Context: an optimization exercise on an open-source flow, tuned for small area, a short achievable clock period and few clock cycles. The choices shown serve that exercise and are no tape-out recipe. At most, simulation tests tie the RTL to the original design; equivalence was not proved.

==> run a: inputs <==
Design mext_top, start of the top module:
module mext_top (
    input  logic        rst_n,           
    input  logic        clk,             
    input  logic [31:0] alu_operand_1,
    input  logic [31:0] alu_operand_2,
    input  logic [3:0]  alu_m_ops,
    input  logic        stall_i,
    input  logic        flush_i,
    output logic        mul_req_o,
    output logic        mul_ack_o,
    output logic [31:0] alu_m_result_o
);
==> module mext_top, before the edit <==
module mext_top (
    input  logic        rst_n,           
    input  logic        clk,             
    input  logic [31:0] alu_operand_1,
    input  logic [31:0] alu_operand_2,
    input  logic [3:0]  alu_m_ops,
    input  logic        stall_i,
    input  logic        flush_i,
    output logic        mul_req_o,
    output logic        mul_ack_o,
    output logic [31:0] alu_m_result_o
);
localparam int LK = 2;          
localparam int K  = 1 << LK;    
localparam int DW = 32 + K;      
localparam int CW = 4;           
logic [3:0]  op;
logic [31:0] a, b;
assign op = alu_m_ops;
assign a  = alu_operand_1;
assign b  = alu_operand_2;
logic is_div, is_mul, div_sgn, a_neg, b_neg, b_zero;
assign is_div  = op[3];
assign is_mul  = ~op[3] & op[2];
assign div_sgn = is_div & ~op[0];
assign a_neg   = div_sgn & a[31];
assign b_neg   = div_sgn & b[31];
assign b_zero  = (b == 32'd0);
logic        xa, xb;
logic [63:0] ms, mc;
assign xa = ~(op[1] & op[0]) & a[31];
assign xb = ~op[1] & b[31];
mul33cs u_mul (.a({xa, a}), .b({xb, b}), .s(ms), .c(mc));
logic [31:0] a_abs, b_abs;
assign a_abs = a_neg ? (~a + 32'd1) : a;
assign b_abs = b_neg ? (~b + 32'd1) : b;
logic [5:0] lza, lzb;
lzc32 u_lza (.x(a_neg ? ~a : a), .n(lza));
lzc32 u_lzb (.x(b_neg ? ~b : b), .n(lzb));
logic signed [7:0] nbits;
assign nbits = $signed({2'b0, lzb}) - $signed({2'b0, lza}) + $signed({7'b0, a_neg}) + 8'sd1;
logic div_now;       
assign div_now = b_zero | (nbits <= 2);
logic [CW-1:0] ncyc;
logic [5:0]    shamt;
always_comb begin
    ncyc  = '0;
    shamt = 6'd1;
    if (!div_now) begin
        shamt = (6'(nbits - 8'sd3) | 6'(K - 1)) + 6'd2;
        ncyc  = CW'((shamt - 6'd1) >> LK);
    end
end
logic [DW-1:0] b_al;
assign b_al = DW'({{(DW-32){1'b0}}, b_abs} << shamt);
logic          held_ff, ack_ff;
logic [CW-1:0] cnt_ff;
logic [63:0]   s_ff;        
logic [63:0]   c_ff;        
logic [1:0]    sel_ff;      
logic          neg_ff;      
logic take;
assign take = ~stall_i;
logic          iter;
logic [31:0]   r_it, q_it;       
logic [31:0]   rlast, qlast;     
logic [DW-1:0] d_cur;
assign iter  = (cnt_ff != '0);
assign d_cur = c_ff[DW-1:0];
always_comb begin
    logic [DW-1:0] t;
    logic [32:0]   diff;
    logic          ge;
    r_it  = s_ff[31:0];
    q_it  = s_ff[63:32];
    rlast = '0;
    qlast = '0;
    for (int j = 0; j < K; j++) begin
        t    = d_cur >> j;
        diff = {1'b0, r_it} - {1'b0, t[31:0]};
        ge   = ~diff[32] & (t[DW-1:32] == '0);
        if (ge) r_it = diff[31:0];
        q_it = {q_it[30:0], ge};
        if (j == 1) begin
            rlast = r_it;
            qlast = q_it;
        end
    end
end
always_ff @(posedge clk or negedge rst_n) begin
    if (~rst_n) begin
        held_ff <= 1'b0;
        ack_ff  <= 1'b0;
    end else if (flush_i) begin
        held_ff <= 1'b0;
        ack_ff  <= 1'b0;
    end else if (take) begin
        held_ff <= is_div | is_mul;
        ack_ff  <= is_mul | (is_div & div_now);
    end else begin
        ack_ff  <= ack_ff | (held_ff & (cnt_ff == CW'(1)));
    end
end
always_ff @(posedge clk) begin
    if (take) begin
        cnt_ff <= is_div ? ncyc : '0;
        sel_ff <= {is_div, is_div ? op[1] : (op[1:0] != 2'b00)};
        neg_ff <= op[1] ? a_neg : ((a_neg ^ b_neg) & ~b_zero);
        if (is_div) begin
            s_ff           <= {{32{b_zero}}, a_abs};
            c_ff[DW-1:0]   <= b_al;
        end else begin
            s_ff           <= ms;
            c_ff[DW-1:0]   <= mc[DW-1:0];
        end
        c_ff[63:DW] <= mc[63:DW];
    end else if (iter) begin
        cnt_ff       <= cnt_ff - CW'(1);
        s_ff         <= {q_it, r_it};
        c_ff[DW-1:0] <= d_cur >> K;
    end
end
logic [63:0] prod;
assign prod = s_ff + c_ff;
logic [31:0] dv, dv_o;
assign dv   = sel_ff[0] ? rlast : qlast;
assign dv_o = neg_ff ? (~dv + 32'd1) : dv;
assign alu_m_result_o = sel_ff[1] ? dv_o : (sel_ff[0] ? prod[63:32] : prod[31:0]);
assign mul_req_o      = held_ff;
assign mul_ack_o      = ack_ff;
endmodule
==> flow/config.mk <==
export PLATFORM = sky130hd
export DESIGN_NAME = mext_top
export DESIGN_NICKNAME = mext_top
export VERILOG_FILES = /design/flow/design.v
export SDC_FILE = /design/flow/constraint.sdc
export NUM_CORES = 4
export LEC_CHECK = 0
export ABC_AREA = 1
export CAP_MARGIN = 20
export CORE_MARGIN = 2
export CORE_UTILIZATION = 40
export SETUP_SLACK_MARGIN = 5
export SLEW_MARGIN = 20
==> flow/constraint.sdc <==
create_clock -name core_clock -period 14.5 [get_ports {clk}]
set_input_delay 2.9000 -clock core_clock [delete_from_list [all_inputs] [get_ports {clk}]]
set_output_delay 2.9000 -clock core_clock [all_outputs]
set_load 0.01 [all_outputs]
standard.sh (not shown) runs the stock make flow with config.mk's settings and CLKGATE_MAP_FILE= SYNTH_SCRIPT=/design/flow/synth_recipe.tcl, a recipe that flattens the netlist after the stock synthesis.
==> flow/flow/run.sh <==
#!/bin/bash
# Standard layout with two changes in how it is made:
#  1. after the standard synthesis, full adders are re-polarised to drop
#     the inverters between them (fa_polarity.py; same function, same
#     registers and ports);
#  2. port buffers are buf_4 rather than a delay cell;
#  3. timing repair aims below the clock period (SETUP_SLACK_MARGIN); the
#     constraints and the clock period are the design's.
set -euo pipefail
bash standard.sh synth > synth.log 2>&1
R=orfs/results/${FLOW_PLATFORM}/mext_top/base
cp $R/1_2_yosys.v 1_2_yosys.orig.v
python3 flow/fa_polarity.py 1_2_yosys.orig.v $R/1_2_yosys.v > fa_polarity.log 2>&1
rm -f $R/1_synth.odb
bash standard.sh synth > synth_odb.log 2>&1
bash standard.sh finish SETUP_SLACK_MARGIN=5.5 "BUFFER_PORTS_ARGS=-buffer_cell sky130_fd_sc_hd__buf_4" > layout.log 2>&1
Other scripts of this flow, unchanged in this note and not shown: flow/flow/fa_polarity.py
==> inputs of run b, as changes to run a <==
--- a/flow/design.v
+++ b/flow/design.v
@@ -4182,9 +4182,16 @@
 assign a_abs = a_neg ? (~a + 32'd1) : a;
 assign b_abs = b_neg ? (~b + 32'd1) : b;
-logic [5:0] lza, lzb;
-lzc32 u_lza (.x(a_neg ? ~a : a), .n(lza));
-lzc32 u_lzb (.x(b_neg ? ~b : b), .n(lzb));
+logic [31:0] a_oc, b_oc;
+logic [5:0]  lza, lzb;
+logic        a_p2, b_p2;
+assign a_oc = a_neg ? ~a : a;
+assign b_oc = b_neg ? ~b : b;
+lzc32 u_lza (.x(a_oc), .n(lza));
+lzc32 u_lzb (.x(b_oc), .n(lzb));
+assign a_p2 = a_neg & (((a_oc >> 1) & ~a_oc) == 32'd0);
+assign b_p2 = b_neg & (((b_oc >> 1) & ~b_oc) == 32'd0);
 logic signed [7:0] nbits;
-assign nbits = $signed({2'b0, lzb}) - $signed({2'b0, lza}) + $signed({7'b0, a_neg}) + 8'sd1;
+assign nbits = $signed({2'b0, lzb}) - $signed({2'b0, lza}) + $signed({7'b0, a_p2})
+             - $signed({7'b0, b_p2}) + 8'sd1;
 logic div_now;       
 assign div_now = b_zero | (nbits <= 2);
==> flow/flow/run.sh (replaced) <==
#!/bin/bash
set -euo pipefail
bash standard.sh synth > synth.log 2>&1
R=orfs/results/${FLOW_PLATFORM}/mext_top/base
cp $R/1_2_yosys.v 1_2_yosys.orig.v
python3 flow/fa_polarity.py 1_2_yosys.orig.v $R/1_2_yosys.v > fa_polarity.log 2>&1
rm -f $R/1_synth.odb
bash standard.sh synth > synth_odb.log 2>&1
bash standard.sh finish "BUFFER_PORTS_ARGS=-buffer_cell sky130_fd_sc_hd__buf_4" > layout.log 2>&1
--- a/flow/config.mk
+++ b/flow/config.mk
@@ -6,5 +6,5 @@
 export NUM_CORES = 4
 export LEC_CHECK = 0
-export ABC_AREA = 1
+export ABC_AREA = 0
 export CAP_MARGIN = 20
 export CORE_MARGIN = 2
==> metrics.csv <==
stage;metric;value;unit
finish;Layout area overhead;14.69;%
setup_path;WP depth;60;
global_routing;GRT Overall Usage;37.29;%
finish;layout inverter count without the clock tree;389;
timing;fin crit period;10.78;ns
setup_path;CP required;14.69;ns
cts;post-CTS sizing;350;
setup_path;Worst EP arrival;10.97;ns
status;run status;timing/DRC/antenna clean;
drt;Initial DRC Count;6168;
drt;wire length on met3;24.23;mm
logic_synthesis;Synth Cell Area;0.04530;mm^2
die;core area;0.1123;mm^2
finish;buffering overhead;6.498;%
setup_path;crit path capture type;flip-flop;
setup_path;reg2reg end;s_ff[9]$_DFFE_PP_;
logic_synthesis;Mapped Avg Cell Area;8.136;um^2
[end of results for run b]
==> metrics.csv <==
stage;metric;value;unit
setup_path;CP peak stage delay;0.59;ns
finish;Layout area overhead;19.20;%
drt;wire length on met3;30.49;mm
setup_path;crit path capture type;output port;
timing;Post-Route Skew;0.01836;ns
finish;buffering overhead;7.989;%
finish;layout inverter count without the clock tree;932;
logic_synthesis;Synth Cell Area;0.04638;mm^2
setup_path;WP depth;43;
status;run status;timing/DRC/antenna clean;
drt;Initial DRC Count;6492;
place;placed cell area;0.04876;mm^2
global_routing;GRT Overall Usage;42.57;%
cts;clock latency (worst-skew pair);0.48;ns
timing;fin crit period;9.244;ns
die;core area;0.1147;mm^2
[end of results for run a]
Testbench counts of run b, summed over its fixed seeds: cycles 15,731.
For run a, only the layout was checked, not whether the RTL still works.

[port drivers added, routing unchanged]
In the flow no input, the clock included, has a driving cell. The finished layouts below were timed again as built, in two steps. Step 1: set_driving_cell puts a clkbuf_16 on clk and a buf_2 on each other input, an assumption about the parent block. Step 2 adds t to the input delays and takes it off the output delays; t is the mean of the earliest and latest rising clock arrival at the registers after step 1. Input paths then give back, and output paths get back, about the clock's delay inside the block. Slacks: ideal / step 1 / step 2; pairs: ideal / step 1.
| run | t (ns) | setup slack, ns | clock arrival spread, ns |
|---|---|---|---|
| run a | 0.527 | 5.256 / 5.198 / 4.996 | 0.020 / 0.020 |
| run b | 0.525 | 3.716 / 3.716 / 3.716 | 0.018 / 0.018 |
After both steps setup and hold are still met in every run listed. The setup slack of run a, which loses most, moves by -0.058 ns with the drivers and by -0.260 ns with both steps.
